Context: an optimization exercise on an open-source flow, tuned for low power. The choices shown serve that exercise and are no tape-out recipe. Function was checked by simulation only, so behaviour that the tests miss may differ from the original. Power figures rest on the tool's default switching activity, not on a simulated workload.

==> flow/design.v <==
module spi_ram_controller #(parameter DATA_WIDTH_BYTES=4, parameter ADDR_BITS=16) (
    input clk,
    input rstn,
    input  spi_miso,
    output spi_select,
    output spi_mosi,
    input [ADDR_BITS-1:0]           addr_in,
    input [DATA_WIDTH_BYTES*8-1:0]  data_in,
    input                           start_read,
    input                           start_write,
    output [DATA_WIDTH_BYTES*8-1:0] data_out,
    output                          busy
);
    localparam DATA_WIDTH_BITS = DATA_WIDTH_BYTES * 8;
    localparam FSM_IDLE = 0;
    localparam FSM_CMD  = 1;
    localparam FSM_ADDR = 2;
    localparam FSM_DATA = 3;
    reg [1:0] fsm_state;
    reg writing;
    reg spi_miso_buf;
    reg [ADDR_BITS-1:0]       addr;
    reg [DATA_WIDTH_BITS-1:0] data;
    reg [$clog2((DATA_WIDTH_BITS > ADDR_BITS) ? DATA_WIDTH_BITS : ADDR_BITS)-1:0] bits_remaining;
    assign data_out = data;
    assign busy = fsm_state != FSM_IDLE;
    always @(posedge clk) begin
        if (!rstn) begin
            fsm_state <= FSM_IDLE;
            bits_remaining <= 0;
        end else begin
            if (fsm_state == FSM_IDLE) begin
                if (start_read || start_write) begin
                    fsm_state <= FSM_CMD;
                    bits_remaining <= 8-1;
                end
            end else begin
                if (bits_remaining == 0) begin
                    fsm_state <= fsm_state + 1;
                    if (fsm_state == FSM_CMD)       bits_remaining <= ADDR_BITS-1;
                    else if (fsm_state == FSM_ADDR) bits_remaining <= DATA_WIDTH_BITS-1;
                end else begin
                    bits_remaining <= bits_remaining - 1;
                end
            end
        end
    end
    always @(posedge clk) begin
        if (fsm_state == FSM_IDLE && (start_read || start_write)) begin
            addr <= addr_in;
            writing <= start_write;
        end else if (fsm_state == FSM_ADDR) begin
            addr <= {addr[ADDR_BITS-2:0], 1'b0};
        end
    end
    always @(negedge clk) begin
        spi_miso_buf <= spi_miso;
    end
    always @(posedge clk) begin
        if (fsm_state == FSM_IDLE && start_write) begin
            data <= data_in;
        end else if (fsm_state == FSM_DATA) begin
            data <= {data[DATA_WIDTH_BITS-2:0], spi_miso_buf};
        end
    end
    assign spi_select = fsm_state == FSM_IDLE;
    assign spi_mosi = fsm_state == FSM_IDLE ? 1'b0 :
                      fsm_state == FSM_CMD  ? (bits_remaining == 1 || (bits_remaining == 0 && !writing)) :
                      fsm_state == FSM_ADDR ? addr[ADDR_BITS-1] :
                                              data[DATA_WIDTH_BITS-1];
endmodule
==> flow/run.sh <==
#!/bin/bash
# synth_recipe.tcl (not shown) runs the flow's synth.tcl, then flattens the netlist and writes it again
# the make line also repeats each setting of config.mk as NAME=value (left out here)
make -C /OpenROAD-flow-scripts/flow DESIGN_CONFIG=/design/flow/config.mk WORK_HOME=/design/flow/orfs CLKGATE_MAP_FILE= SYNTH_SCRIPT=/design/flow/synth_recipe.tcl finish
==> flow/config.mk <==
export PLATFORM = sky130hd
export DESIGN_NAME = spi_ram_controller
export DESIGN_NICKNAME = spi_ram_controller
export VERILOG_FILES = /design/flow/design.v
export SDC_FILE = /design/flow/constraint.sdc
export NUM_CORES = 4
export LEC_CHECK = 0
export CAP_MARGIN = 20
export CORE_MARGIN = 2
export CORE_UTILIZATION = 40
export SLEW_MARGIN = 20
==> flow/constraint.sdc <==
create_clock -name core_clock -period 5.0 [get_ports {clk}]
set_input_delay 1.0000 -clock core_clock [delete_from_list [all_inputs] [get_ports {clk}]]
set_output_delay 1.0000 -clock core_clock [all_outputs]
set_load 0.01 [all_outputs]
==> notes.md, run 1 <==
* Outcome: complete, no violations
* Main combinational cell family by area after synthesis: multiplexers
* Wire per inst at ~15 um
* Setup TNS at 0 ps
* Vias per cell at 4.91
* Die Y at 84.6 um
* Worst Path Max Fanout at 1
* Synth top area share at 56.6%
* I/O Buffers at 87
* Reg2Reg Setup Slack at 1680 ps
* Combinational power share at approximately two fifths
* Yosys Warn Count at 1
* Starting Density at 41.1%
* Delay-heaviest family, CP: buffers and inverters
* Core box area at 0.00631 mm^2
* CTS tree: built
* Part of the power in the clock network at 17.4%
* Post-synthesis mux area share at between 20% and 30%
* Register area share after synthesis at 62.8%
* Vias in the first global route at 1754
* Commonest non-fill, non-tap cells in the layout: clkdlybuf4s50_1, edfxtp_1, mux2_2, inv_1, clkbuf_8
* Rows at 29
* Initial antenna violation count at 0
* Utilization after layout at 59.0%
* Deepest clock path buffer count at 2
* Compound-cell area share of the yosys netlist at 5.15%
* Die area at between 0.007 and 0.008 mm^2
* Area growth syn-to-layout at 43.4%
* Via count at 1725
* Worst-Margin Slew at a little under 800 ps
* Post-DRT Antenna Nets at 0
* Clock latency on the worst-skew pair at 360 ps
* Largest area contributor in the netlist: edfxtp_1
* Leakage at 0.00135 uW
* Detailed Place HPWL at 3810 um
* CP endpoint kind: flop
* Max-slew headroom at 47.2%
* Syn Area/Cell at 14.8 um^2
* Ports at 88
* First-pass GRT wire length at 8790 um
* Final Power at 2300 uW
* Crit start category: input port
* Cells along the critical path: clkdlybuf4s50_1
* Pwr/cell area at 618 mW/mm^2
* Post-Synth Adder-Cell Area at under 10%
* Drt first pass iters at 4
* Max VDD drop at 0.313 mV
* Mapped Area at 0.00260 mm^2
* Biggest cell delay along the critical path at 390 ps
* Slew Viols, Final at 0
* Buf/Inv on CP at 1
* Worst Path Required at 2750 ps
* ANT cells at 0
* Root Driver: clkbuf_8
* Unrepaired setup endpoints after global routing: false
* Commonest non-fill, non-tap cell in the layout: clkdlybuf4s50_1
* P_int at ~1600 uW
* Nets at 329
* Setup Skew at 38.7 ps
* H-tree Lvls at 3
* CTS buffer count at 9
* DR iter-0 viols at 63
* Slowest-stage cell, CP: clkdlybuf4s50_1
* Worst Hold Class: flop to flop
* Number of synthesized register bits at 57
* Remaining Overflow, GRT at 0
* Switch share at 31.6%
* Post-Syn Nets at between 200 and 250
* Post-synth cell types at 28
* Net switching power at 727 uW
* Final wirelength at 5340 um
* Share of post-route cells with drive strength above 1 at 23.7%
* Post-synthesis simple-gate area fraction at 5.39%
* Clock sinks at 57
* CP Class: input port to flop
* Hold Buf Count CTS at 0
* CTS clk-pin slew, worst paths at 60 ps
* Final Hold Viols at 0
* Setup bufs post-CTS at 0
* GRT Util Overall at around 16%
* Seq pwr share at 41.1%
* # Max-Cap Violations at 0
* Hold slack at 494 ps
* Xor and xnor area share after synthesis at 0%
* Placer congestion estimate at 0.814
* Setup violations, final at 0
* Top cells by area, synth: edfxtp_1, mux2_2, dfxtp_1
* Post-CTS resize count at 0
* Cell count after synthesis at between 150 and 200
* Die X at roughly 85 um
* Largest net degree at the start of global routing at 34
* Worst Path Arrival at 1390 ps
* Residual DRC at 0
==> path summary, 6_finish.rpt <==
path	start	to	cells past startpoint
setup / recovery	spi_miso	spi_miso_buf$_DFF_N_	1
hold / removal	fsm_state[1]$_SDFFE_PN0P_	fsm_state[1]$_SDFFE_PN0P_	2
setup reg to reg	spi_miso_buf$_DFF_N_	data[0]$_DFFE_PP_	1
hold reg to reg	fsm_state[1]$_SDFFE_PN0P_	fsm_state[1]$_SDFFE_PN0P_	2
==> area by class of cell <==
type	instances	area [um^2]
fill	526	2590
sequential	57	1630
timing repair buffer	90	893
multi-input combinational	102	891
clock buffer	11	131
tap	77	96.3
clock inverter	6	50.0
inverter	8	30.0
==> cell usage after synthesis (all sizes together) <==
library cell,n
o2111ai,1
nand2b,2
edfxtp,49
nor2b,1
a21oi,3
or4b,1
dfxtp,8
o31a,1
and2,1
inv,9
nor2,8
mux2,47
o211a,1
o21ai,8
o31ai,1
a211oi,3
nor3b,1
nor3,2
ha,7
nand2,6
nand4,1
a31oi,1
buf,7
o22ai,1
nand3,5
==> per-stage QoR <==
stage	setup WS, ps	cells	area [um^2]
final	1360	351	3720
after global routing	1360	351	3720
after CTS	1370	351	3720
after detailed placement	991	335	3550
after global placement	985	335	3550
after floorplan	1400	175	2600
==> per-layer routing <==
metal	track usage (%)	up-vias	share of wire, %
met5	0	-	0
met4	5.19	0	1.1
met3	8.26	7	8.5
met2	22.2	51	45
met1	22.0	821	46
li1	-	846	-
==> power by group through the flow <==
stage	combinational (uW)	clock (uW)	sequential (uW)
after detailed placement	966	2.50	949
after CTS	969	412	946
after global routing	1060	430	973
after floorplan	543	2.50	970
after global placement	962	2.50	952
final	956	399	944
==> sequential cells by signal, indices dropped and copies added (netlist names) <==
signal,cells
addr,16
bits_remaining,5
data,32
fsm_state,2
spi_miso_buf,1
writing,1
==> cell families after synthesis <==
| group | Yosys count |
|---|---|
| flip-flops | 57 |
| multiplexers | 47 |
| AND/OR/NAND/NOR | 28 |
| AO/OA/AOI/OAI | 20 |
| buffers and inverters | 16 |
| adder cells (fa/ha/maj) | 7 |
==> run 2, diff against run 1 <==
==> flow/design.v (replaced) <==
module spi_ram_controller #(parameter DATA_WIDTH_BYTES=4, parameter ADDR_BITS=16) (
    input clk,
    input rstn,
    input  spi_miso,
    output spi_select,
    output spi_mosi,
    input [ADDR_BITS-1:0]           addr_in,
    input [DATA_WIDTH_BYTES*8-1:0]  data_in,
    input                           start_read,
    input                           start_write,
    output [DATA_WIDTH_BYTES*8-1:0] data_out,
    output                          busy
);
    reg [5:0] cnt;
    reg busy_r, addr_ph, data_ph;
    reg writing, miso_buf;
    reg [15:0] addr;
    reg [31:0] data;
    wire go = !busy_r & (start_read | start_write);
    always @(posedge clk)
        if (!rstn) begin cnt <= 0; busy_r <= 0; addr_ph <= 0; data_ph <= 0; end
        else begin
            if (go) begin cnt <= 0; busy_r <= 1; end
            else if (busy_r) begin
                cnt <= cnt + 1;
                if (cnt == 6'd55) busy_r <= 0;
            end
            if (busy_r && cnt == 6'd7) addr_ph <= 1;
            else if (cnt == 6'd23) addr_ph <= 0;
            if (busy_r && cnt == 6'd23) data_ph <= 1;
            else if (cnt == 6'd55) data_ph <= 0;
        end
    always @(posedge clk) begin
        if (!rstn) begin addr <= 0; writing <= 0; end
        else if (go) begin addr <= addr_in; writing <= start_write; end
        else if (addr_ph) addr <= {addr[14:0], 1'b0};
    end
    always @(negedge clk) miso_buf <= spi_miso;
    always @(posedge clk)
        if (!rstn) data <= 0; 
        else if (!busy_r & start_write) data <= data_in;
        else if (data_ph) data <= {data[30:0], miso_buf};
    assign busy = busy_r;
    assign spi_select = !busy_r;
    assign data_out = data;
    assign spi_mosi = (busy_r && (cnt == 6'd6 || (cnt == 6'd7 && !writing))) || (addr_ph & addr[15]) || (data_ph & data[31]);
endmodule
==> flow/flow/run.sh (new file) <==
#!/bin/bash
set -euo pipefail
export CTS_ARGS="-sink_clustering_enable -repair_clock_nets -dont_use_dummy_load"
bash standard.sh > standard.log 2>&1
==> flow/standard.sh (new file) <==
#!/bin/bash
# synth_recipe.tcl (not shown) runs the flow's synth.tcl, then flattens the netlist and writes it again
# the make line also repeats each setting of config.mk as NAME=value (left out here)
make -C /OpenROAD-flow-scripts/flow DESIGN_CONFIG=/design/flow/config.mk WORK_HOME=/design/flow/orfs CLKGATE_MAP_FILE= SYNTH_SCRIPT=/design/flow/synth_recipe.tcl "${@:-finish}"
removed: flow/run.sh
==> notes.md, run 2 <==
* Setup TNS at 0 ps
* Wire per inst at 14.4 um
* DR iter-0 viols at 75
* First-pass GRT wire length at roughly 9800 um
* CTS clk-pin slew, worst paths at about 70 ps
* Yosys Warn Count at 1
* Share of post-route cells with drive strength above 1 at 4.96%
* Max reg flops at 32
* Worst Path Required at approximately 2700 ps
* Slowest-stage cell, CP: clkdlybuf4s50_1
* Worst Hold Class: flop to flop
* Syn Area/Cell at between 9 and 10 um^2
* Rows at 29
* Detailed Place HPWL at 3980 um
* Post-DRT Antenna Nets at 0
* ANT cells at 0
* Fillers at between 500 and 600
* Clock sinks at 59
* Vias in the first global route at 2007
* Final wirelength at 6040 um
* Number of synthesized register bits at between 50 and 60
* Cells along the critical path: clkdlybuf4s50_1
* Synth Flop Type: dfxtp_1
* CP endpoint kind: flop
* Final Hold Viols at 0
* Register area share after synthesis at 45.6%
* Setup Skew at 39.1 ps
* Post-CTS resize count at 0
* Leakage at roughly 0.0012 uW
* Residual DRC at 0
* Post-Syn Nets at ~320
* Post-synthesis simple-gate area fraction at 10.8%
* Largest net degree at the start of global routing at 54
* Deepest clock path buffer count at 2
* Worst-Margin Slew at 1060 ps
* Delay-heaviest family, CP: buffers and inverters
* Drt first pass iters at 4
* Synth top area share at 45.6%
* # Max-Cap Violations at 0
* Via count at roughly 2200
* Area growth syn-to-layout at 38.2%
* CP Class: input port to flop
* Starting Density at 41.1%
* Unrepaired setup endpoints after global routing: false
* CTS buffer count at 9
* Initial antenna violation count at 0
* Utilization after layout at around 57%
* Hold Buf Count CTS at 0
* Post-synth cell types at 29
* Mapped Area at 0.00259 mm^2
* Setup violations, final at 0
* Clock latency on the worst-skew pair at 360 ps
* Reg with most FFs: data
* Pre-CTS WS at 972 ps
* Most common library cells after synthesis: dfxtp_1, nor2_1, a211oi_1
* Slew Viols, Final at 0
* Root Driver: clkbuf_8
* Placer congestion estimate at 0.775
* H-tree Lvls at 3
* Cell count after synthesis at around 270
* Worst Path Arrival at 1400 ps
* Biggest cell delay along the critical path at 400 ps
* Number of synthesized flops with an enable pin at 0
* Die X at 84.5 um
* CTS tree: built
* Main combinational cell family by area after synthesis: multiplexers
* Top cells by area, synth: dfxtp_1, mux2i_1, a211oi_1
* Hold slack at 525 ps
* Xor and xnor area share after synthesis at 1.35%
* Largest area contributor in the netlist: dfxtp_1
* Max VDD drop at between 0.15 and 0.2 mV
* Worst setup margin at 1340 ps
* Most common cell in the netlist: dfxtp_1
* Final Power at 1090 uW
* GRT Util Overall at 17.1%
* Remaining Overflow, GRT at 0
* Nets at 400
* Max-slew headroom at between 20 and 30%
* I/O Buffers at 87
* Post-Synth Adder-Cell Area at less than 1%
* Async SR Flop Fraction at 0%
* Die Y at about 85 um
* Die area at 0.00714 mm^2
* Pwr/cell area at 305 mW/mm^2
* Buf/Inv on CP at 1
* Core box area at 0.00631 mm^2
* Register area at 0.00118 mm^2
* Vias per cell at 5.15
* Commonest non-fill, non-tap cell in the layout: clkdlybuf4s50_1
* Worst Path Max Fanout at 1
* Commonest non-fill, non-tap cells in the layout: clkdlybuf4s50_1, dfxtp_1, nor2_1, a211oi_1, mux2i_1
* Setup bufs post-CTS at 0
* Ports at just under 90
* Crit start category: input port
* Footprint of the multi-input gates at around 0.0013 mm^2
* Compound-cell area share of the yosys netlist at between 15 and 20%
* Outcome: complete, no violations
* Registers with the most flip-flops: data x32, addr x16, cnt x6
* Post-synthesis mux area share at 18.5%
[run 2: cell count changes in the layout (fill, tap and decap cells not counted), moves of 45 or more]
cell,previous run,this run
mux2i_1,0,48
dfxtp_1,8,58
a211oi_1,3,51
edfxtp_1,49,0
nor2_1,8,53
mux2_2,47,0
[run 2: through the flow]
step / cell area (um^2) / std cells
finish: 3580 / 420
floorplan: 2590 / 267
detailed placement: 3460 / 411
global route: 3580 / 420
CTS: 3580 / 420
global placement: 3460 / 411
[run 2: cell families after synthesis]
| group | after synthesis |
|---|---|
| compound gates | 62 |
| xor+xnor | 4 |
| fa+ha+maj | 2 |
| buf+inv | 27 |
| flops | 59 |
| mux | 48 |
| simple gates | 65 |
[run 2: power by group]
| group | switching [uW] | internal [uW] | total, uW |
|---|---|---|---|
| combinational | 96.5 | 128 | 225 |
| sequential | 34.9 | 517 | 552 |
| clock | 157 | 161 | 317 |
| total | 288 | 806 | 1090 |
[run 2: area by class of cell]
class / count / share of cell area (%)
repair buffers: 89 / 24.7
clock buffers: 9 / 3.46
clock inverters: 1 / 0.105
well taps: 77 / 2.69
multi-input cells: 181 / 35.6
inverters: 4 / 0.419
flip-flops and latches: 59 / 33.0
[run 2: worst paths after layout]
check,from,endpoint,slack [ps],cells after the start
worst max-delay path,spi_miso,miso_buf$_DFF_N_,1340,1
worst min-delay path,cnt[1]$_SDFFE_PP0P_,cnt[1]$_SDFFE_PP0P_,530,2
worst max register to register,miso_buf$_DFF_N_,data[0]$_SDFFE_PN0P_,1750,2
worst min register to register,cnt[1]$_SDFFE_PP0P_,cnt[1]$_SDFFE_PP0P_,530,2
[run 2: routing by layer]
layer	track usage (%)	routed length [um]	up-vias
met1	23.9	3100	972
met2	24.6	2490	68
met3	4.52	363	9
met5	0	0	-
li1	-	-	1116
met4	7.79	86	0
==> run 3, diff against run 2 <==
==> flow/run.sh (new file) <==
#!/bin/bash
# synth_recipe.tcl (not shown) runs the flow's synth.tcl, then flattens the netlist and writes it again
# the make line also repeats each setting of config.mk as NAME=value (left out here)
make -C /OpenROAD-flow-scripts/flow DESIGN_CONFIG=/design/flow/config.mk WORK_HOME=/design/flow/orfs CLKGATE_MAP_FILE= SYNTH_SCRIPT=/design/flow/synth_recipe.tcl finish
removed: flow/flow/run.sh
removed: flow/standard.sh
==> notes.md, run 3 <==
* Part of the power in the clock network at 38.1%
* Switch share at 25.4%
* Seq pwr share at 44.0%
* Die X at 84.5 um
* I/O Buffers at 87
* Largest net degree at the start of global routing at 54
* Hold slack at 525 ps
* Top cells by area, synth: dfxtp_1, mux2i_1, a211oi_1
* Worst-Margin Slew at 1050 ps
* DR iter-0 viols at 108
* Max reg flops at 32
* CP Launch Point: spi_miso
* Fillers at 597
* Cell Count Post-Placement at 411
* Post-DRT Antenna Nets at 0
* Deepest clock path buffer count at 2
* Mapped Area at about 0.0026 mm^2
* Top sig layer: met4
* Worst Hold Class: flop to flop
* Via count at 2163
* Unrepaired setup endpoints after global routing: false
* Hold Buf Count CTS at 0
* Pwr/cell area at 341 mW/mm^2
* Setup bufs post-CTS at 0
* Number of synthesized flops with an enable pin at 0
* Residual DRC at 0
* Met2 Wirelength at 2490 um
* Root Driver: clkbuf_8
* Number of synthesized register bits at 59
* Registers with the most flip-flops: data x32, addr x16, cnt x6
* Post-synth cell types at 29
* Register area share after synthesis at a little under half
* Clock latency on the worst-skew pair at ~370 ps
* Reg2Reg Depth at 2
* Max VDD drop at 0.203 mV
* Combinational power share at 17.9%
* Outcome: complete, no violations
* Met3 wire length at between 300 and 400 um
* Cell count after synthesis at ~270
* Die Y at 84.5 um
* Detailed Place HPWL at 3980 um
* Final Hold Viols at 0
* H-tree Lvls at 3
* Worst Path Max Fanout at 1
* Largest area contributor in the netlist: dfxtp_1
* Placer congestion estimate at 0.775
* Wire per inst at 14.2 um
* CP endpoint kind: flop
* Reg with most FFs: data
* Delay-heaviest family, CP: buffers and inverters
* Synth top area share at 45.6%
* CTS buffer count at 9
* Biggest cell delay along the critical path at 400 ps
* Post-CTS resize count at 0
* Net switching power at 318 uW
* GRT Util Overall at 17.2%
* Initial antenna violation count at 0
* ANT cells at 0
* Cells along the critical path: clkdlybuf4s50_1
* Vias in the first global route at 2026
* Commonest non-fill, non-tap cell in the layout: clkdlybuf4s50_1
* Remaining Overflow, GRT at 0
* # Max-Cap Violations at 0
* Ports at between 80 and 90
* Most common cell in the netlist: dfxtp_1
* Clock sinks at 59
* Syn Area/Cell at 9.71 um^2
* DRT met1 WL at roughly 3200 um
* Leakage at 0.00126 uW
* Post-Syn Nets at 322
* CTS tree: built
* Setup TNS at 0 ps
* Worst Path Arrival at 1400 ps
* Setup violations, final at 0
* Crit start category: input port
* Share of post-route cells with drive strength above 1 at roughly 6.6%
* Synth Flop Type: dfxtp_1
* Most common library cells after synthesis: dfxtp_1, nor2_1, a211oi_1
* Non-filler cells, final at 427
* First-pass GRT wire length at 9910 um
* FF-to-FF Start: miso_buf$_DFF_N_
* Vias per cell at between 5 and 6
* P_int at between 900 and 1000 uW
* Yosys Warn Count at 1
* Commonest non-fill, non-tap cells in the layout: clkdlybuf4s50_1, dfxtp_1, nor2_1, a211oi_1, mux2i_1
* Crit path to: miso_buf$_DFF_N_
* Max-slew headroom at 30.3%
* Final wirelength at 6080 um
* CP Class: input port to flop
* Slowest-stage cell, CP: clkdlybuf4s50_1
* Nets at 400
* Drt first pass iters at 4
* Setup Skew at 38.1 ps
* Worst Path Required at 2750 ps
* Slew Viols, Final at 0
* Reg2Reg Setup Slack at ~1800 ps
* Rows at 29
* Async SR Flop Fraction at 0%
* Area growth syn-to-layout at 41.7%
* Buf/Inv on CP at 1
* Starting Density at slightly above 40%
* Core box area at 0.00631 mm^2
* Die area at 0.00714 mm^2
* Reg-to-reg endpoint: data[0]$_SDFFE_PN0P_
* CTS clk-pin slew, worst paths at 70 ps
* Stages on worst setup path at 1
-- run 3: cell count changes in the layout (fill, tap and decap cells not counted) --
cell       change
bufinv_16      +2
clkbuf_8       +1
clkinv_1       +1
clkinv_2       +3
-- run 3: cell families after synthesis --
family | count (synthesis) | synth area share, %
simple gates | 65 | 10.8
compound gates | 62 | 17.4
flops | 59 | 45.6
mux | 48 | 18.5
buf+inv | 27 | 5.36
xor+xnor | 4 | 1.35
fa+ha+maj | 2 | 0.965
-- run 3: power by group through the flow --
| stage | logic, uW | clock network (uW) | registers (uW) |
|---|---|---|---|
| final | 225 | 477 | 551 |
| after global routing | 248 | 516 | 558 |
| after CTS | 227 | 490 | 552 |
| after detailed placement | 226 | 2.50 | 562 |
| after global placement | 225 | 2.50 | 562 |
| after floorplan | 104 | 2.50 | 564 |
-- run 3: metal layers --
| metal | track usage [%] | vias to the layer above |
|---|---|---|
| li1 | - | 1117 |
| met1 | 24.0 | 979 |
| met2 | 25.0 | 60 |
| met3 | 4.23 | 7 |
| met4 | 7.79 | 0 |
| met5 | 0 | - |
-- run 3: stage by stage --
| step | instance area (um^2) | utilization, % | setup slack [ps] | power (uW) |
|---|---|---|---|---|
| 6_report | 3670 | 58.2 | 1350 | 1250 |
| 3_3_place_gp | 3460 | 54.8 | 986 | 789 |
| 4_1_cts | 3670 | 58.2 | 1350 | 1270 |
| 5_1_grt | 3670 | 58.2 | 1370 | 1320 |
| 3_5_place_dp | 3460 | 54.8 | 972 | 790 |
| 2_1_floorplan | 2590 | - | 1400 | 671 |
-- run 3: final cells by class --
cell class | instances | area (um^2) | share of cell area [%]
Sequential cell | 59 | 1180 | 32.2
Clock inverter | 7 | 82.6 | 2.25
Tap cell | 77 | 96.3 | 2.62
Multi-Input combinational cell | 181 | 1270 | 34.7
Timing Repair Buffer | 89 | 886 | 24.1
Inverter | 4 | 15.0 | 0.409
Clock buffer | 10 | 138 | 3.75
-- run 3: worst min-delay path by stage --
stage                                    start              endpoint  slack, ps  cells past startpoint
final                      cnt[1]$_SDFFE_PP0P_   cnt[1]$_SDFFE_PP0P_        530                      2
after global routing      writing$_SDFFE_PN0P_  writing$_SDFFE_PN0P_        580                      3
after CTS                  cnt[1]$_SDFFE_PP0P_   cnt[1]$_SDFFE_PP0P_        530                      2
after detailed placement   cnt[1]$_SDFFE_PP0P_   cnt[1]$_SDFFE_PP0P_        520                      2
after global placement     cnt[1]$_SDFFE_PP0P_   cnt[1]$_SDFFE_PP0P_        510                      2
after floorplan            cnt[5]$_SDFFE_PP0P_  data_ph$_SDFFE_PN0P_        490                      1
==> run 4, diff against run 3 <==
==> flow/flow/run.sh (new file) <==
#!/bin/bash
set -euo pipefail
export CTS_ARGS="-sink_clustering_enable -repair_clock_nets -dont_use_dummy_load -sink_clustering_size 64 -sink_clustering_max_diameter 500"
bash standard.sh > standard.log 2>&1
==> flow/standard.sh (new file) <==
#!/bin/bash
# synth_recipe.tcl (not shown) runs the flow's synth.tcl, then flattens the netlist and writes it again
# the make line also repeats each setting of config.mk as NAME=value (left out here)
make -C /OpenROAD-flow-scripts/flow DESIGN_CONFIG=/design/flow/config.mk WORK_HOME=/design/flow/orfs CLKGATE_MAP_FILE= SYNTH_SCRIPT=/design/flow/synth_recipe.tcl "${@:-finish}"
removed: flow/run.sh
==> notes.md, run 4 <==
* Max VDD drop at 0.162 mV
* Rows at 29
* Yosys Warn Count at 1
* Clock sinks at approximately 60
* Max-slew headroom at 29.4%
* Remaining Overflow, GRT at 0
* Post-Syn Nets at 322
* Register area share after synthesis at between 40% and 50%
* Detailed Place HPWL at 3980 um
* DR iter-0 viols at 75
* Starting Density at 41.1%
* Cell Count Post-Placement at approximately 410
* Crit start category: input port
* Vias per cell at approximately 5.2
* Cell count after synthesis at ~270
* Buf/Inv on CP at 1
* H-tree Lvls at 3
* Nets at 400
* Residual DRC at 0
* CTS clk-pin slew, worst paths at 70 ps
* Mapped Area at about 0.0026 mm^2
* CP endpoint kind: flop
* Stages on worst setup path at 1
* FF-to-FF Start: miso_buf$_DFF_N_
* Area growth syn-to-layout at 38.2%
* # Max-Cap Violations at 0
* Largest area contributor in the netlist: dfxtp_1
* Setup bufs post-CTS at 0
* Initial antenna violation count at 0
* Ports at 88
* Final wirelength at 6040 um
* Top cells by area, synth: dfxtp_1, mux2i_1, a211oi_1
* Registers with the most flip-flops: data x32, addr x16, cnt x6
* Wire per inst at 14.4 um
* Most common library cells after synthesis: dfxtp_1, nor2_1, a211oi_1
* Reg with most FFs: data
* Reg-to-reg endpoint: data[0]$_SDFFE_PN0P_
* GRT Util Overall at 17.1%
* CP Class: input port to flop
* Number of synthesized flops with an enable pin at 0
* Setup TNS at 0 ps
* CP Launch Point: spi_miso
* Hold_sp: cnt[1]$_SDFFE_PP0P_
* Slowest-stage cell, CP: clkdlybuf4s50_1
* Worst-Margin Slew at around 1100 ps
* CTS tree: built
* Outcome: complete, no violations
* Syn Area/Cell at between 9 and 10 um^2
* Number of synthesized register bits at 59
* Die area at 0.00714 mm^2
* Commonest non-fill, non-tap cells in the layout: clkdlybuf4s50_1, dfxtp_1, nor2_1, a211oi_1, mux2i_1
* Setup Skew at roughly 39 ps
* Worst Hold Class: flop to flop
* Placer congestion estimate at 0.775
* Worst Path Arrival at 1400 ps
* Crit path to: miso_buf$_DFF_N_
* Synth Flop Type: dfxtp_1
* Drt first pass iters at 4
* Clock latency on the worst-skew pair at 360 ps
* Core box area at 0.00631 mm^2
* I/O Buffers at 87
* First-pass GRT wire length at 9840 um
* Die X at 84.5 um
* Commonest non-fill, non-tap cell in the layout: clkdlybuf4s50_1
* Delay-heaviest family, CP: buffers and inverters
* Hold Buf Count CTS at 0
* Worst Path Required at approximately 2700 ps
* Slew Viols, Final at 0
* Synth top area share at 45.6%
* Pwr/cell area at 305 mW/mm^2
* Cells along the critical path: clkdlybuf4s50_1
* Reg2Reg Setup Slack at 1750 ps
* Post-CTS resize count at 0
* CTS buffer count at 9
* Final Hold Viols at 0
* Async SR Flop Fraction at 0%
* Post-DRT Antenna Nets at 0
* Worst Path Max Fanout at 1
* Max reg flops at 32
* Largest net degree at the start of global routing at 54
* Via count at about 2200
* Deepest clock path buffer count at 2
* Reg2Reg Depth at 2
* Root Driver: clkbuf_8
* Setup violations, final at 0
* Biggest cell delay along the critical path at 400 ps
* Share of post-route cells with drive strength above 1 at 4.96%
* Most common cell in the netlist: dfxtp_1
* Leakage at 0.00121 uW
* Unrepaired setup endpoints after global routing: false
* Vias in the first global route at between 2000 and 2500
* ANT cells at 0
* Non-filler cells, final at 420
* Post-synth cell types at 29
* Die Y at 84.5 um
==> run 4: cell types whose count changed in the layout (fill, tap and decap cells not counted), sizes merged <==
cell	before	now
clkinv	4	0
bufinv	2	0
clkbuf	10	9
==> run 4: worst min path at each step <==
stage / end / cells after the start / slack, ps
after floorplan: data_ph$_SDFFE_PN0P_ / 1 / 490
after global placement: cnt[1]$_SDFFE_PP0P_ / 2 / 510
after detailed placement: cnt[1]$_SDFFE_PP0P_ / 2 / 520
after CTS: cnt[1]$_SDFFE_PP0P_ / 2 / 530
after global routing: writing$_SDFFE_PN0P_ / 3 / 580
final: cnt[1]$_SDFFE_PP0P_ / 2 / 530
==> run 4: through the flow <==
step	cell area (um^2)	setup WS (ps)	util (%)	power (uW)	hold slack [ps]
finish	3580	1340	56.7	1090	525
global route	3580	1360	56.7	1160	579
CTS	3580	1350	56.7	1110	527
detailed placement	3460	972	54.8	790	516
global placement	3460	986	54.8	789	514
floorplan	2590	1400	-	671	485
==> run 4: layer usage <==
metal,wire length (um),vias up,GRT usage [%]
li1,-,1116,-
met1,3100,972,23.9
met2,2490,68,24.6
met3,363,9,4.52
met4,86,0,7.79
met5,0,-,0
==> run 4: cells by family after synthesis <==
family                   Yosys count  share of synthesized area, %
AND/OR/NAND/NOR                   65                          10.8
buffers and inverters             27                          5.36
AO/OA/AOI/OAI                     62                          17.4
XOR/XNOR                           4                          1.35
flip-flops                        59                          45.6
adder cells (fa/ha/maj)            2                         0.965
multiplexers                      48                          18.5
==> run 4: tightest hold or removal path, delay by kind of cell, from the launching register on <==
kind	cells	cell delay [ps]
AND/OR/NAND/NOR	1	90
AO/OA/AOI/OAI	1	40
flip-flops	1	340
==> run 4: cell type report <==
class                      count  area (um^2)
clock buffer                   9          124
clock inverter                 1         3.75
fill                         599         2730
inverter                       4         15.0
multi-input combinational    181         1270
sequential                    59         1180
tap                           77         96.3
timing repair buffer          89          886
==> run 4: report_power, final <==
part | internal [uW] | switching (uW)
Clock | 161 | 157
Combinational | 128 | 96.5
Sequential | 517 | 34.9
Total | 806 | 288
==> run 5, diff against run 4 <==
--- a/flow/design.v
+++ b/flow/design.v
@@ -13,5 +13,5 @@
 );
     reg [5:0] cnt;
-    reg busy_r, addr_ph, data_ph;
+    reg busy_r;
     reg writing, miso_buf;
     reg [15:0] addr;
@@ -19,5 +19,5 @@
     wire go = !busy_r & (start_read | start_write);
     always @(posedge clk)
-        if (!rstn) begin cnt <= 0; busy_r <= 0; addr_ph <= 0; data_ph <= 0; end
+        if (!rstn) begin cnt <= 0; busy_r <= 0; end
         else begin
             if (go) begin cnt <= 0; busy_r <= 1; end
@@ -26,9 +26,7 @@
                 if (cnt == 6'd55) busy_r <= 0;
             end
-            if (busy_r && cnt == 6'd7) addr_ph <= 1;
-            else if (cnt == 6'd23) addr_ph <= 0;
-            if (busy_r && cnt == 6'd23) data_ph <= 1;
-            else if (cnt == 6'd55) data_ph <= 0;
         end
+    wire addr_ph = busy_r & (cnt[5:4] == 2'b01 || cnt[5:3] == 3'b001);
+    wire data_ph = busy_r & (cnt[5] | (cnt[4] & cnt[3]));
     always @(posedge clk) begin
         if (!rstn) begin addr <= 0; writing <= 0; end
==> flow/flow/run.sh (replaced) <==
#!/bin/bash
# Standard ORFS layout, but CTS without dummy loads and with small clock buffers.
set -euo pipefail
export CTS_ARGS="-sink_clustering_enable -repair_clock_nets -dont_use_dummy_load -buf_list sky130_fd_sc_hd__clkbuf_4"
bash standard.sh > standard.log 2>&1
==> notes.md, run 5 <==
* Share of post-route cells with drive strength above 1 at 5.60%
* Cells along the critical path: clkdlybuf4s50_1
* Yosys Warn Count at 1
* Final Cell Area at around 0.0035 mm^2
* Post-CTS resize count at 0
* CP endpoint kind: flop
* Setup violations, final at 0
* Final wirelength at 6010 um
* Reg2Reg Setup Slack at 1750 ps
* Root Driver: clkbuf_4
* ANT cells at 0
* Top cells by area, synth: dfxtp_1, mux2i_1, o211a_1
* Commonest non-fill, non-tap cells in the layout: clkdlybuf4s50_1, dfxtp_1, nand2_1, mux2i_1, o211a_1
* Mapped Area at 0.00266 mm^2
* Via count at around 2200
* Commonest non-fill, non-tap cell in the layout: clkdlybuf4s50_1
* Clock sinks at 57
* DP Area at 0.00348 mm^2
* CTS clk-pin slew, worst paths at about 70 ps
* DR iter-0 viols at 75
* Worst Hold Class: flop to flop
* Area growth syn-to-layout at 33.6%
* First-pass GRT wire length at slightly below 10000 um
* Slowest-stage cell, CP: clkdlybuf4s50_1
* Biggest cell delay along the critical path at 390 ps
* Reg with most FFs: data
* Post-DRT Antenna Nets at 0
* Core box area at 0.00639 mm^2
* Final Power at 967 uW
* Most common library cells after synthesis: dfxtp_1, nand2_1, mux2i_1
* Utilization after layout at 55.6%
* Crit start category: input port
* GRT Util Overall at between 15 and 20%
* Setup bufs post-CTS at 0
* Register area at approximately 0.0011 mm^2
* Clock latency on the worst-skew pair at 400 ps
* Setup TNS at 0 ps
* Residual DRC at 0
* Remaining Overflow, GRT at 0
* Most common cell in the netlist: dfxtp_1
* Number of synthesized flops with an enable pin at 0
* Rows at 29
* Cell count after synthesis at around 260
* Vias per cell at 5.20
* Setup Skew at 28.5 ps
* Pwr/cell area at 272 mW/mm^2
* Slew Viols, Final at 0
* Initial antenna violation count at 0
* Ports at 88
* Starting Density at 41.6%
* CTS buffer count at 9
* Delay-heaviest family, CP: buffers and inverters
* Registers with the most flip-flops: data x32, addr x16, cnt x6
* Max VDD drop at 0.162 mV
* Die area at 0.00731 mm^2
* Fillers at 630
* Hold Buf Count CTS at 0
* Worst Path Required at 2790 ps
* CP Class: input port to flop
* Worst Path Max Fanout at 1
* Async SR Flop Fraction at 0%
* Worst-Margin Slew at 909 ps
* Leakage at 0.00164 uW
* CTS tree: built
* Largest net degree at the start of global routing at 65
* Synth top area share at 43.0%
* Nets at just under 400
* Vias in the first global route at 2033
* Outcome: complete, no violations
* Number of synthesized register bits at 57
* Die Y at between 80 and 90 um
* Deepest clock path buffer count at 2
* Die X at 85.5 um
* Drt first pass iters at 4
* Placer congestion estimate at 0.705
* Buf/Inv on CP at 1
* H-tree Lvls at 3
* Syn Area/Cell at 10.1 um^2
* Post-synth cell types at 35
* Max reg flops at 32
* # Max-Cap Violations at 0
* Footprint of the multi-input gates at 0.00136 mm^2
* Largest area contributor in the netlist: dfxtp_1
* Synth Flop Type: dfxtp_1
* Unrepaired setup endpoints after global routing: false
* Post-Syn Nets at 318
* Wire per inst at approximately 14 um
* I/O Buffers at 87
* Final Hold Viols at 0
* Hold slack at about 450 ps
* Detailed Place HPWL at 3940 um
* Max-slew headroom at 39.4%
* Worst Path Arrival at 1390 ps
* Register area share after synthesis at between 40% and 50%
[run 5: changes by cell type after synthesis, sizes merged, moves of 13 or more]
| cell | before | now |
|---|---|---|
| a211oi | 51 | 1 |
| nor2 | 53 | 7 |
| nand2 | 3 | 47 |
| o211a | 0 | 32 |
| mux2i | 48 | 35 |
[run 5: worst register-to-register path: cells and delay by family, from the launching register on]
kind | cells | cell delay, ps
DFF | 1 | 290
muxes | 1 | 120
and+or+nand+nor | 1 | 70
AOI/OAI and AO/OA | 1 | 150
[run 5: routing by layer]
layer / routed length [um] / vias to the layer above / track usage [%]
met5: 0 / - / 0
met4: 106 / 0 / 5.34
met1: 2770 / 985 / 21.5
li1: - / 1093 / -
met3: 500 / 11 / 8.27
met2: 2630 / 76 / 25.3
[run 5: area by class of cell]
class	count	share of cell area, %
multi-input combinational	181	38.2
sequential	57	32.2
timing repair buffer	88	24.6
tap	77	2.72
clock buffer	9	1.90
inverter	3	0.317
clock inverter	1	0.106
[run 5: cells by family after synthesis]
| group | Yosys count | synth area share [%] |
|---|---|---|
| flops | 57 | 43.0 |
| fa+ha+maj | 2 | 0.942 |
| mux | 36 | 13.6 |
| simple gates | 62 | 10.0 |
| compound gates | 76 | 24.4 |
| buf+inv | 25 | 6.41 |
| xor+xnor | 5 | 1.65 |
[run 5: through the flow]
| step | worst slack, ps | cells |
|---|---|---|
| CTS | 1430 | 416 |
| finish | 1400 | 416 |
| detailed placement | 990 | 407 |
| global route | 1440 | 416 |
| floorplan | 1400 | 263 |
| global placement | 991 | 407 |
[run 5: worst paths after layout]
kind,from,end,cells past startpoint
worst max-delay path,spi_miso,miso_buf$_DFF_N_,1
worst min-delay path,addr[13]$_SDFFE_PN0P_,addr[13]$_SDFFE_PN0P_,2
worst max register to register,miso_buf$_DFF_N_,data[0]$_SDFFE_PN0P_,3
worst min register to register,addr[13]$_SDFFE_PN0P_,addr[13]$_SDFFE_PN0P_,2
[run 5: power by group]
group	switching (uW)	internal, uW	total [uW]
logic	92.6	130	223
clock network	140	84.5	224
registers	28.6	491	519
total	261	706	967
==> run 6, diff against run 5 <==
--- a/flow/config.mk
+++ b/flow/config.mk
@@ -8,4 +8,4 @@
 export CAP_MARGIN = 20
 export CORE_MARGIN = 2
-export CORE_UTILIZATION = 40
+export CORE_UTILIZATION = 70
 export SLEW_MARGIN = 20
==> notes.md, run 6 <==
* Largest area contributor in the netlist: dfxtp_1
* Post-Synth Adder-Cell Area at 0.943%
* Rows at 22
* Cell count after synthesis at 263
* Post-synthesis simple-gate area fraction at approximately 10%
* Starting Density at between 70% and 80%
* Yosys Warn Count at 1
* Number of synthesized flops with an enable pin at 0
* Xor and xnor area share after synthesis at 1.65%
* Last stage: 3_3_place_gp
* Synth Flop Type: dfxtp_1
* Synth top area share at 43.0%
* Die X at 65.6 um
* I/O Buffers at between 80 and 90
* Post-synth cell types at 35
* Async SR Flop Fraction at 0%
* Ports at 88
* Number of synthesized register bits at 57
* Compound-cell area share of the yosys netlist at 24.4%
* Register area share after synthesis at 43.0%
* Die Y at about 66 um
* Post-Syn Nets at between 300 and 400
* Most common library cells after synthesis: dfxtp_1, nand2_1, mux2i_1
* Most common cell in the netlist: dfxtp_1
* Post-synthesis mux area share at between 10% and 20%
* Main combinational cell family by area after synthesis: compound AO/OA/AOI/OAI gates
* Syn Area/Cell at a little over 10 um^2
* Run Error: [ERROR GPL-0301] Utilization 103.753 % exceeds 100%.
* Outcome: aborted with a tool error
* Mapped Area at 0.00266 mm^2
* Top cells by area, synth: dfxtp_1, mux2i_1, o211a_1
## run 6: cell families after synthesis
family / count (synthesis)
simple gates: 62
buf+inv: 25
flops: 57
compound gates: 76
fa+ha+maj: 2
mux: 36
xor+xnor: 5
==> run 7, diff against run 6 <==
--- a/flow/config.mk
+++ b/flow/config.mk
@@ -8,4 +8,4 @@
 export CAP_MARGIN = 20
 export CORE_MARGIN = 2
-export CORE_UTILIZATION = 70
+export CORE_UTILIZATION = 55
 export SLEW_MARGIN = 20
==> notes.md, run 7 <==
* Residual DRC at 0
* Worst Path Max Fanout at 1
* Vias in the first global route at 1985
* Initial antenna violation count at 0
* Max VDD drop at between 0.2 and 0.25 mV
* Setup bufs post-CTS at 0
* CTS tree: built
* Syn Area/Cell at just over 10 um^2
* Reg2Reg Setup Slack at 1750 ps
* Synth Flop Type: dfxtp_1
* Starting Density at about 57%
* Worst Path Arrival at 1390 ps
* Delay-heaviest family, CP: buffers and inverters
* Rows at 25
* Commonest non-fill, non-tap cells in the layout: clkdlybuf4s50_1, dfxtp_1, nand2_1, mux2i_1, o211a_1
* M3 GR Usage at under 10%
* Pwr/cell area at 276 mW/mm^2
* Unrepaired setup endpoints after global routing: false
* Yosys Warn Count at 1
* Setup violations, final at 0
* # Max-Cap Violations at 0
* GR Util met2 at 35.7%
* Worst Path Required at 2810 ps
* Detailed Place HPWL at 3890 um
* Post-Syn Nets at 318
* Core box area at 0.00469 mm^2
* CTS clk-pin slew, worst paths at ~80 ps
* Slew Viols, Final at 0
* CP Class: input port to flop
* Utilization after layout at 75.4%
* Ports at around 90
* Drt first pass iters at 4
* Slowest-stage cell, CP: clkdlybuf4s50_1
* Crit start category: input port
* Setup TNS at 0 ps
* GRT Util Overall at roughly 22%
* Hold slack at approximately 460 ps
* Via count at 2184
* Register area share after synthesis at 43.0%
* H-tree Lvls at 3
* First-pass GRT wire length at roughly 9100 um
* Most common cell in the netlist: dfxtp_1
* Largest net degree at the start of global routing at 65
* Nets at 396
* Remaining Overflow, GRT at 0
* Clock latency on the worst-skew pair at 420 ps
* Number of synthesized register bits at 57
* Hold Buf Count CTS at 0
* Root Driver: clkbuf_4
* Buf/Inv on CP at 1
* Setup Skew at 24.5 ps
* Reg with most FFs: data
* I/O Buffers at 87
* Cell count after synthesis at 263
* Die Y at 73.5 um
* Deepest clock path buffer count at 2
* Post-DRT Antenna Nets at 0
* Clock sinks at 57
* Mapped Area at 0.00266 mm^2
* Commonest non-fill, non-tap cell in the layout: clkdlybuf4s50_1
* Wire per inst at 14.7 um
* Final wirelength at roughly 5800 um
* Number of synthesized flops with an enable pin at 0
* Die area at 0.00540 mm^2
* Most common library cells after synthesis: dfxtp_1, nand2_1, mux2i_1
* Registers with the most flip-flops: data x32, addr x16, cnt x6
* Cells along the critical path: clkdlybuf4s50_1
* CTS buffer count at 9
* Non-filler cells, final at between 300 and 400
* Worst Hold Class: flop to flop
* Cell Count Post-Placement at 384
* Final Hold Viols at 0
* Biggest cell delay along the critical path at 390 ps
* CP endpoint kind: flop
* Share of post-route cells with drive strength above 1 at 5.60%
* Outcome: complete, no violations
* Max reg flops at 32
* ANT cells at 0
* Synth top area share at 43.0%
* Area growth syn-to-layout at 33.3%
* Async SR Flop Fraction at 0%
* Post-synth cell types at 35
* Top cells by area, synth: dfxtp_1, mux2i_1, o211a_1
* Final Power at 976 uW
* Worst-Margin Slew at between 800 and 900 ps
* Placer congestion estimate at 0.780
* Routing usage on met1 at 26.6%
* DR iter-0 viols at 91
* Leakage at 0.00165 uW
* Max-slew headroom at 43.0%
* Vias per cell at approximately 5.6
* Layer with the highest usage: met2
* Die X at approximately 73 um
* Largest area contributor in the netlist: dfxtp_1
* Post-CTS resize count at 0
## run 7: per-layer routing
| metal | up-vias | part of all wire [%] | wire, um |
|---|---|---|---|
| met5 | - | 0 | 0 |
| met4 | 0 | 1.3 | 76 |
| met1 | 1014 | 42 | 2450 |
| met2 | 57 | 50 | 2880 |
| li1 | 1104 | - | - |
| met3 | 9 | 6.6 | 379 |
## run 7: layout make-up
cell class	count	area [um^2]
repair buffers	88	893
clock buffers	9	67.6
well taps	54	67.6
clock inverters	1	3.75
multi-input cells	181	1360
fillers	352	1150
flip-flops and latches	57	1140
inverters	3	11.3
## run 7: worst min-delay path, cell delays in order, from the launching register on
cell	delay, ps
dfxtp_1	320
nand2_1	50
a21boi_1	50
## run 7: cells by family after synthesis
kind of cell    Yosys count  share of synthesized area, %
mux                      36                          13.6
simple gates             62                          10.0
fa+ha+maj                 2                         0.942
compound gates           76                          24.4
xor+xnor                  5                          1.65
flops                    57                          43.0
buf+inv                  25                          6.41
## run 7: worst paths after layout
path	start	end	depth (start not counted)
worst max-delay path	spi_miso	miso_buf$_DFF_N_	1
worst min-delay path	addr[12]$_SDFFE_PN0P_	addr[12]$_SDFFE_PN0P_	2
worst max register to register	miso_buf$_DFF_N_	data[0]$_SDFFE_PN0P_	3
worst min register to register	addr[12]$_SDFFE_PN0P_	addr[12]$_SDFFE_PN0P_	2
## run 7: stage by stage
step           instance area [um^2]  setup slack (ps)
2_1_floorplan                  2660              1400
3_3_place_gp                   3440               991
3_5_place_dp                   3470               989
4_1_cts                        3540              1450
5_1_grt                        3540              1440
6_report                       3540              1420
## run 7: report_power, final
group / internal, uW / switching (uW) / total (uW)
Clock: 84.4 / 146 / 230
Combinational: 133 / 93.1 / 226
Sequential: 491 / 28.8 / 519
==> run 8, diff against run 7 <==
==> flow/flow/run.sh (replaced) <==
#!/bin/bash
# Standard ORFS layout with power-oriented options:
#  - CTS without dummy loads, small clock buffers
#  - port buffers of the smallest buffer cell
set -euo pipefail
export CTS_ARGS="-sink_clustering_enable -repair_clock_nets -dont_use_dummy_load -buf_list sky130_fd_sc_hd__clkbuf_4"
export BUFFER_PORTS_ARGS="-buffer_cell sky130_fd_sc_hd__buf_1"
bash standard.sh > standard.log 2>&1
--- a/flow/config.mk
+++ b/flow/config.mk
@@ -8,4 +8,4 @@
 export CAP_MARGIN = 20
 export CORE_MARGIN = 2
-export CORE_UTILIZATION = 55
+export CORE_UTILIZATION = 40
 export SLEW_MARGIN = 20
==> notes.md, run 8 <==
* Net switching power at 267 uW
* Post-synth cell types at 35
* Max-slew headroom at between 30% and 40%
* Die Y at 85.5 um
* Top cells by area, synth: dfxtp_1, mux2i_1, o211a_1
* Clock latency on the worst-skew pair at 390 ps
* Worst Path Arrival at about 1100 ps
* Combinational power share at 18.2%
* Cell count after synthesis at around 260
* CTS clk-pin slew, worst paths at 100 ps
* Residual DRC at 0
* Worst Path Required at 2800 ps
* Delay-heaviest family, CP: buffers and inverters
* Max reg flops at 32
* CP endpoint kind: flop
* Hold Buf Count CTS at 0
* Slew Viols, Final at 0
* Seq pwr share at 56.5%
* Worst Path Max Fanout at 1
* GRT Util Overall at 15.9%
* Die area at 0.00731 mm^2
* Most common library cells after synthesis: dfxtp_1, nand2_1, mux2i_1
* CP Class: input port to flop
* CTS buffer count at 9
* Post-CTS resize count at 0
* CTS tree: built
* Setup violations, final at 0
* Async SR Flop Fraction at 0%
* Post-Synth Adder-Cell Area at 0.943%
* Largest net degree at the start of global routing at 65
* H-tree Lvls at 3
* Switch share at 29.1%
* Compound-cell area share of the yosys netlist at 24.4%
* Mapped Area at 0.00266 mm^2
* Number of synthesized flops with an enable pin at 0
* Yosys Warn Count at 1
* Outcome: complete, no violations
* Number of synthesized register bits at 57
* Nets at 396
* Post-synthesis simple-gate area fraction at 10.0%
* Part of the power in the clock network at between 20% and 30%
* Synth top area share at 43.0%
* Xor and xnor area share after synthesis at 1.65%
* Post-Syn Nets at 318
* Registers with the most flip-flops: data x32, addr x16, cnt x6
* Via count at 2161
* Root Driver: clkbuf_4
* Leakage at 0.00142 uW
* Vias per cell at 5.19
* Cells along the critical path: buf_1
* ANT cells at 0
* Final wirelength at 5740 um
* Core box area at 0.00639 mm^2
* Vias in the first global route at 1992
* Starting Density at between 40% and 50%
* Deepest clock path buffer count at 2
* Setup Skew at 30.9 ps
* Register area share after synthesis at roughly 43%
* Largest area contributor in the netlist: dfxtp_1
* Wire per inst at 13.8 um
* Setup bufs post-CTS at 0
* I/O Buffers at 87
* Setup TNS at 0 ps
* Worst Hold Class: flop to flop
* Crit start category: input port
* Max VDD drop at 0.146 mV
* Pwr/cell area at 305 mW/mm^2
* Synth Flop Type: dfxtp_1
* Ports at ~90
* Syn Area/Cell at 10.1 um^2
* Rows at 29
* Unrepaired setup endpoints after global routing: false
* Main combinational cell family by area after synthesis: compound AO/OA/AOI/OAI gates
* Drt first pass iters at 4
* Post-synthesis mux area share at 13.6%
* DP Area at 0.00294 mm^2
* Biggest cell delay along the critical path at roughly 70 ps
* Share of post-route cells with drive strength above 1 at 5.60%
* Commonest non-fill, non-tap cells in the layout: buf_1, dfxtp_1, nand2_1, mux2i_1, o211a_1
* Detailed Place HPWL at 3790 um
* Most common cell in the netlist: dfxtp_1
* Clock sinks at 57
* Area growth syn-to-layout at 13.4%
* Buf/Inv on CP at 1
* Post-DRT Antenna Nets at 0
* Reg with most FFs: data
* DR iter-0 viols at 49
* Commonest non-fill, non-tap cell in the layout: buf_1
* Slowest-stage cell, CP: buf_1
* Initial antenna violation count at 0
* Placer congestion estimate at ~0.77
* Die X at 85.5 um
* P_int at 651 uW
* First-pass GRT wire length at 9100 um
* Final Cell Area at 0.00301 mm^2
* Worst-Margin Slew at 1010 ps
* # Max-Cap Violations at 0
* Remaining Overflow, GRT at 0
* Final Hold Viols at 0
==> run 8: cell type report <==
type                       instances  area [um^2]
clock buffer                       9         67.6
clock inverter                     1         3.75
fill                             656         3380
inverter                           3         11.3
multi-input combinational        181         1360
sequential                        57         1140
tap                               77         96.3
timing repair buffer              88          335
==> run 8: metrics by stage <==
step | utilization [%] | power (uW) | std cells | hold slack, ps | setup WS (ps)
floorplan | - | 656 | 263 | 424 | 1400
detailed placement | 46.0 | 702 | 407 | 441 | 1320
global route | 47.1 | 975 | 416 | 492 | 1750
global placement | 46.0 | 698 | 407 | 436 | 1320
CTS | 47.1 | 934 | 416 | 457 | 1740
finish | 47.1 | 918 | 416 | 454 | 1740
==> run 8: per-layer routing <==
layer / vias to the layer above / GRT usage, % / wire [um] / share of wire, %
li1: 1100 / - / - / -
met1: 995 / 20.1 / 2720 / 47
met2: 59 / 23.7 / 2550 / 44
met3: 7 / 6.61 / 391 / 6.8
met4: 0 / 7.36 / 85 / 1.5
met5: - / 0 / 0 / 0
==> run 8: cell families (layout without fill, tap and decap cells) <==
family	after synthesis	count (layout)
fa+ha+maj	2	2
buf+inv	25	101
mux	36	36
simple gates	62	62
xor+xnor	5	5
compound gates	76	76
flops	57	57
==> run 8: final timing paths <==
path / from / slack [ps] / endpoint / cells after the start
max: spi_miso / 1740 / miso_buf$_DFF_N_ / 1
min: addr[13]$_SDFFE_PN0P_ / 450 / addr[13]$_SDFFE_PN0P_ / 2
max reg2reg: miso_buf$_DFF_N_ / 1760 / data[0]$_SDFFE_PN0P_ / 3
min reg2reg: addr[13]$_SDFFE_PN0P_ / 450 / addr[13]$_SDFFE_PN0P_ / 2
==> run 8: power groups by stage <==
stage                     Combinational, uW  Sequential, uW  Clock [uW]
final                                   167             519         232
after global routing                    186             524         265
after CTS                               170             519         245
after detailed placement                169             530        2.50
after global placement                  167             528        2.50
after floorplan                         120             534        2.50
==> run 8: worst register-to-register path, stage by stage, from the launching register on <==
cell and delay, ps:
dfxtp_1 280, mux2i_1 110, nand2_1 60, o211a_1 150
==> run 9, diff against run 8 <==
--- a/flow/config.mk
+++ b/flow/config.mk
@@ -6,6 +6,8 @@
 export NUM_CORES = 4
 export LEC_CHECK = 0
+export ABC_AREA = 1
 export CAP_MARGIN = 20
 export CORE_MARGIN = 2
 export CORE_UTILIZATION = 40
+export PLACE_DENSITY = 0.9
 export SLEW_MARGIN = 20
==> notes.md, run 9 <==
* Outcome: complete, no violations
* Nets at 561
* GR Util met2 at about a third
* CTS buffer count at 9
* Number of synthesized register bits at 57
* Syn Area/Cell at 6.51 um^2
* Clock latency on the worst-skew pair at 400 ps
* P_int at 611 uW
* Setup bufs post-CTS at 0
* CTS clk-pin slew, worst paths at 90 ps
* I/O Buffers at 87
* Cell count after synthesis at 430
* Yosys Warn Count at 1
* Largest area contributor in the netlist: dfxtp_1
* Reg2Reg Depth at 4
* Vias in the first global route at 2733
* Post-CTS resize count at 0
* Worst-Margin Slew at 764 ps
* Most common library cells after synthesis: nand2_1, nand3_1, dfxtp_1
* Seq pwr share at 56.7%
* Starting Density at 41.2%
* Die X at about 88 um
* Share of post-route cells with drive strength above 1 at 4.96%
* Die Y at 87.7 um
* ANT cells at 0
* Leakage at 0.00135 uW
* Cells along the critical path: buf_1
* Part of the power in the clock network at 26.9%
* Final Power at 873 uW
* Wire per inst at 11.7 um
* Deepest clock path buffer count at 2
* Reg2Reg Setup Slack at about 1800 ps
* Largest net degree at the start of global routing at 68
* Routing usage on met1 at 22.6%
* Detailed Place HPWL at between 4000 and 5000 um
* Unrepaired setup endpoints after global routing: false
* FF-to-FF Start: miso_buf$_DFF_N_
* Biggest cell delay along the critical path at 70 ps
* Net switching power at ~260 uW
* Slowest-stage cell, CP: buf_1
* Mapped Area at 0.00280 mm^2
* Synth top area share at 40.7%
* Residual DRC at 0
* Layer with the highest usage: met2
* Slew Viols, Final at 0
* # Max-Cap Violations at 0
* Core box area at between 0.006 and 0.007 mm^2
* Setup TNS at 0 ps
* Hold Buf Count CTS at 0
* Combinational power share at 16.4%
* CP endpoint kind: flop
* Initial antenna violation count at 0
* DR iter-0 viols at ~140
* M3 GR Usage at slightly below 4%
* Worst Path Arrival at 1070 ps
* Crit path to: miso_buf$_DFF_N_
* Most common cell in the netlist: nand2_1
* Area growth syn-to-layout at 14.4%
* CTS tree: built
* Worst Path Max Fanout at 1
* Top cells by area, synth: dfxtp_1, nand2_1, nand3_1
* Setup violations, final at 0
* Reg-to-reg endpoint: data[0]$_SDFFE_PN0P_
* Post-Syn Nets at ~490
* Clock sinks at 57
* Vias per cell at between 5 and 6
* Registers with the most flip-flops: data x32, addr x16, cnt x6
* Switch share at 30.0%
* Register area share after synthesis at 40.7%
* Stages on worst setup path at 1
* Worst Path Required at between 2000 and 3000 ps
* Max reg flops at 32
* Ports at 88
* CP Class: input port to flop
* Root Driver: clkbuf_4
* Remaining Overflow, GRT at 0
* H-tree Lvls at 3
* Buf/Inv on CP at 1
* Final wirelength at 7040 um
* Drt first pass iters at 4
* CP Launch Point: spi_miso
* Final Hold Viols at 0
* Delay-heaviest family, CP: buffers and inverters
* Rows at 30
* Via count at 3013
* Synth Flop Type: dfxtp_1
* Reg with most FFs: data
* Worst Hold Class: flop to flop
* Setup Skew at 26.7 ps
* Post-synth cell types at 22
* Crit start category: input port
* Async SR Flop Fraction at 0%
* Die area at 0.00769 mm^2
* Commonest non-fill, non-tap cell in the layout: nand2_1
* Max-slew headroom at about half
* Pwr/cell area at 273 mW/mm^2
* Post-DRT Antenna Nets at 0
* GRT Util Overall at 19.2%
* Max VDD drop at 0.127 mV
* Number of synthesized flops with an enable pin at 0
* Commonest non-fill, non-tap cells in the layout: nand2_1, buf_1, nand3_1, dfxtp_1, a21oi_1
* Placer congestion estimate at approximately 0.86
* First-pass GRT wire length at 11800 um
[run 9: worst register-to-register path, delay by kind of cell (launching register included)]
kind | cells | cell delay [ps]
flip-flops | 1 | 290
AO/OA/AOI/OAI | 1 | 140
AND/OR/NAND/NOR | 3 | 210
[run 9: power groups by stage]
| stage | sequential [uW] | combinational (uW) | clock [uW] |
|---|---|---|---|
| 2_1_floorplan | 506 | 100 | 2.50 |
| 3_3_place_gp | 505 | 139 | 2.50 |
| 3_5_place_dp | 506 | 143 | 2.50 |
| 4_1_cts | 495 | 144 | 243 |
| 5_1_grt | 498 | 165 | 261 |
| 6_report | 495 | 143 | 235 |
[run 9: final cells by class]
class	instances	area (um^2)
clock buffers	9	67.6
clock inverters	1	3.75
fillers	686	3590
inverters	23	86.3
multi-input cells	324	1440
flip-flops and latches	57	1140
well taps	96	120
repair buffers	90	349
[run 9: stage by stage]
stage          util [%]  instance area (um^2)  hold WS, ps  worst slack (ps)  cells
3_5_place_dp       46.2                  3140          456              1320    591
2_1_floorplan         -                  2800          441              1400    430
3_3_place_gp       46.2                  3140          450              1320    591
5_1_grt            47.2                  3200          489              1660    600
6_report           47.2                  3200          470              1730    600
4_1_cts            47.2                  3200          475              1740    600
[run 9: worst min path at each step]
stage	from	endpoint	slack [ps]	cells past startpoint
after global routing	writing$_SDFFE_PN0P_	writing$_SDFFE_PN0P_	490	2
after floorplan	writing$_SDFFE_PN0P_	writing$_SDFFE_PN0P_	440	2
final	writing$_SDFFE_PN0P_	writing$_SDFFE_PN0P_	470	2
after global placement	writing$_SDFFE_PN0P_	writing$_SDFFE_PN0P_	450	2
after detailed placement	writing$_SDFFE_PN0P_	writing$_SDFFE_PN0P_	460	2
after CTS	writing$_SDFFE_PN0P_	writing$_SDFFE_PN0P_	470	2
[run 9: cells by family (layout without fill, tap and decap cells)]
kind of cell / after synthesis / count (layout) / synth area share (%)
compound gates: 51 / 51 / 9.47
fa+ha+maj: 2 / 2 / 0.893
buf+inv: 49 / 123 / 7.99
flops: 57 / 57 / 40.7
simple gates: 271 / 271 / 40.9
[run 9: routing by layer]
| layer | routed length, um | vias to the layer above |
|---|---|---|
| met1 | 3250 | 1364 |
| met3 | 341 | 13 |
| met2 | 3330 | 104 |
| met5 | 0 | - |
| met4 | 118 | 0 |
| li1 | - | 1532 |
==> run 10, diff against run 9 <==
--- a/flow/config.mk
+++ b/flow/config.mk
@@ -10,4 +10,3 @@
 export CORE_MARGIN = 2
 export CORE_UTILIZATION = 40
-export PLACE_DENSITY = 0.9
 export SLEW_MARGIN = 20
==> notes.md, run 10 <==
* Buf/Inv on CP at 1
* Pwr/cell area at 268 mW/mm^2
* Part of the power in the clock network at approximately 26%
* Setup Skew at 29.6 ps
* Number of synthesized flops with an enable pin at 0
* Hold Buf Count CTS at 0
* CP Class: input port to flop
* Reg with most FFs: data
* Delay-heaviest family, CP: buffers and inverters
* FF-to-FF Start: miso_buf$_DFF_N_
* CTS clk-pin slew, worst paths at 70 ps
* Residual DRC at 0
* Worst Path Max Fanout at 1
* Hold EP: writing$_SDFFE_PN0P_
* Starting Density at between 40 and 50%
* Post-DRT Antenna Nets at 0
* Setup violations, final at 0
* Mapped Area at approximately 0.0028 mm^2
* Combinational power share at 16.7%
* Async SR Flop Fraction at 0%
* Number of synthesized register bits at 57
* Clock sinks at 57
* Fillers at 771
* Hold Path Cell Cnt at 2
* I/O Buffers at 87
* Wire per inst at 11.7 um
* Largest net degree at the start of global routing at 45
* P_int at 611 uW
* Rows at 30
* Setup bufs post-CTS at 0
* Deepest clock path buffer count at 2
* Worst Hold Class: flop to flop
* Ports at around 90
* Leakage at around 0.0014 uW
* Die area at 0.00769 mm^2
* Registers with the most flip-flops: data x32, addr x16, cnt x6
* CP endpoint kind: flop
* Placer congestion estimate at 0.846
* Worst Path Arrival at 1070 ps
* Vias in the first global route at 2547
* First-pass GRT wire length at 11700 um
* Detailed Place HPWL at 4670 um
* GRT Util Overall at 19.2%
* Final wirelength at around 7000 um
* Core box area at 0.00679 mm^2
* Most common cell in the netlist: nand2_1
* Max reg flops at 32
* Cells along the critical path: buf_1
* Max VDD drop at between 0.15 and 0.2 mV
* Outcome: complete, no violations
* Die X at 87.7 um
* Hold_sp: writing$_SDFFE_PN0P_
* Root Driver: clkbuf_4
* Slowest-stage cell, CP: buf_1
* Register area share after synthesis at about two fifths
* Largest area contributor in the netlist: dfxtp_1
* Clock latency on the worst-skew pair at 400 ps
* # Max-Cap Violations at 0
* Slew Viols, Final at 0
* Unrepaired setup endpoints after global routing: false
* Max-slew headroom at a little over two fifths
* Setup TNS at 0 ps
* Post-CTS resize count at 0
* Die Y at slightly below 90 um
* Drt first pass iters at 4
* Initial antenna violation count at 0
* Post-Syn Nets at 485
* Utilization after layout at 47.2%
* DR iter-0 viols at 132
* Switch share at 28.8%
* Worst Path Required at about 2800 ps
* Reg-to-reg endpoint: data[0]$_SDFFE_PN0P_
* Reg2Reg Setup Slack at 1800 ps
* Top cells by area, synth: dfxtp_1, nand2_1, nand3_1
* Net switching power at 248 uW
* ANT cells at 0
* Biggest cell delay along the critical path at ~70 ps
* Worst-Margin Slew at 853 ps
* Area growth syn-to-layout at 14.4%
* Crit start category: input port
* Commonest non-fill, non-tap cells in the layout: nand2_1, buf_1, nand3_1, dfxtp_1, a21oi_1
* Vias per cell at 4.84
* Via count at 2905
* H-tree Lvls at 3
* Yosys Warn Count at 1
* Post-synth cell types at 22
* CTS buffer count at 9
* Remaining Overflow, GRT at 0
* Final Hold Viols at 0
* Commonest non-fill, non-tap cell in the layout: nand2_1
* Synth Flop Type: dfxtp_1
* Synth top area share at 40.7%
* Nets at 561
* Most common library cells after synthesis: nand2_1, nand3_1, dfxtp_1
* Syn Area/Cell at 6.51 um^2
* Reg2Reg Depth at 4
* Cell count after synthesis at 430
* Share of post-route cells with drive strength above 1 at 4.96%
* Seq pwr share at 57.6%
* CTS tree: built
[run 10: cell counts after synthesis]
Identical to the previous run, type by type.
[run 10: worst max path at each step]
stage | from | cells after the start | endpoint | slack, ps
2_1_floorplan | spi_miso | 0 | miso_buf$_DFF_N_ | 1400
3_3_place_gp | spi_miso | 1 | miso_buf$_DFF_N_ | 1320
3_5_place_dp | spi_miso | 1 | miso_buf$_DFF_N_ | 1320
4_1_cts | spi_miso | 1 | miso_buf$_DFF_N_ | 1760
5_1_grt | miso_buf$_DFF_N_ | 4 | data[0]$_SDFFE_PN0P_ | 1730
6_report | spi_miso | 1 | miso_buf$_DFF_N_ | 1730
[run 10: layer usage]
layer  vias up  wire, um  GRT usage, %
li1       1539         -             -
met4         0        72          5.31
met5         -         0             0
met3         5       325          5.75
met1      1293      3420          25.4
met2        68      3180          30.5
[run 10: through the flow]
| stage | worst slack (ps) | total power, uW | hold slack (ps) | area (um^2) | cells |
|---|---|---|---|---|---|
| 3_3_place_gp | 1320 | 650 | 453 | 3140 | 591 |
| 5_1_grt | 1730 | 916 | 509 | 3200 | 600 |
| 2_1_floorplan | 1400 | 609 | 441 | 2800 | 430 |
| 4_1_cts | 1760 | 874 | 474 | 3200 | 600 |
| 3_5_place_dp | 1320 | 652 | 461 | 3140 | 591 |
| 6_report | 1730 | 859 | 473 | 3200 | 600 |
[run 10: cell type report]
type	count	area, um^2	area share, %
multi-input cells	324	1440	44.8
flip-flops and latches	57	1140	35.6
repair buffers	90	349	10.9
well taps	96	120	3.75
inverters	23	86.3	2.69
clock buffers	9	67.6	2.11
clock inverters	1	3.75	0.117
[run 10: power by group through the flow]
stage | logic (uW) | clock network (uW) | registers (uW)
floorplan | 100 | 2.50 | 506
global placement | 143 | 2.50 | 505
detailed placement | 144 | 2.50 | 505
CTS | 145 | 234 | 495
global route | 164 | 254 | 499
finish | 143 | 221 | 495
[run 10: cells by family after synthesis]
kind of cell             count (synthesis)  share of synthesized area (%)
adder cells (fa/ha/maj)                  2                          0.893
buffers and inverters                   49                           7.99
AO/OA/AOI/OAI                           51                           9.47
flip-flops                              57                           40.7
AND/OR/NAND/NOR                        271                           40.9
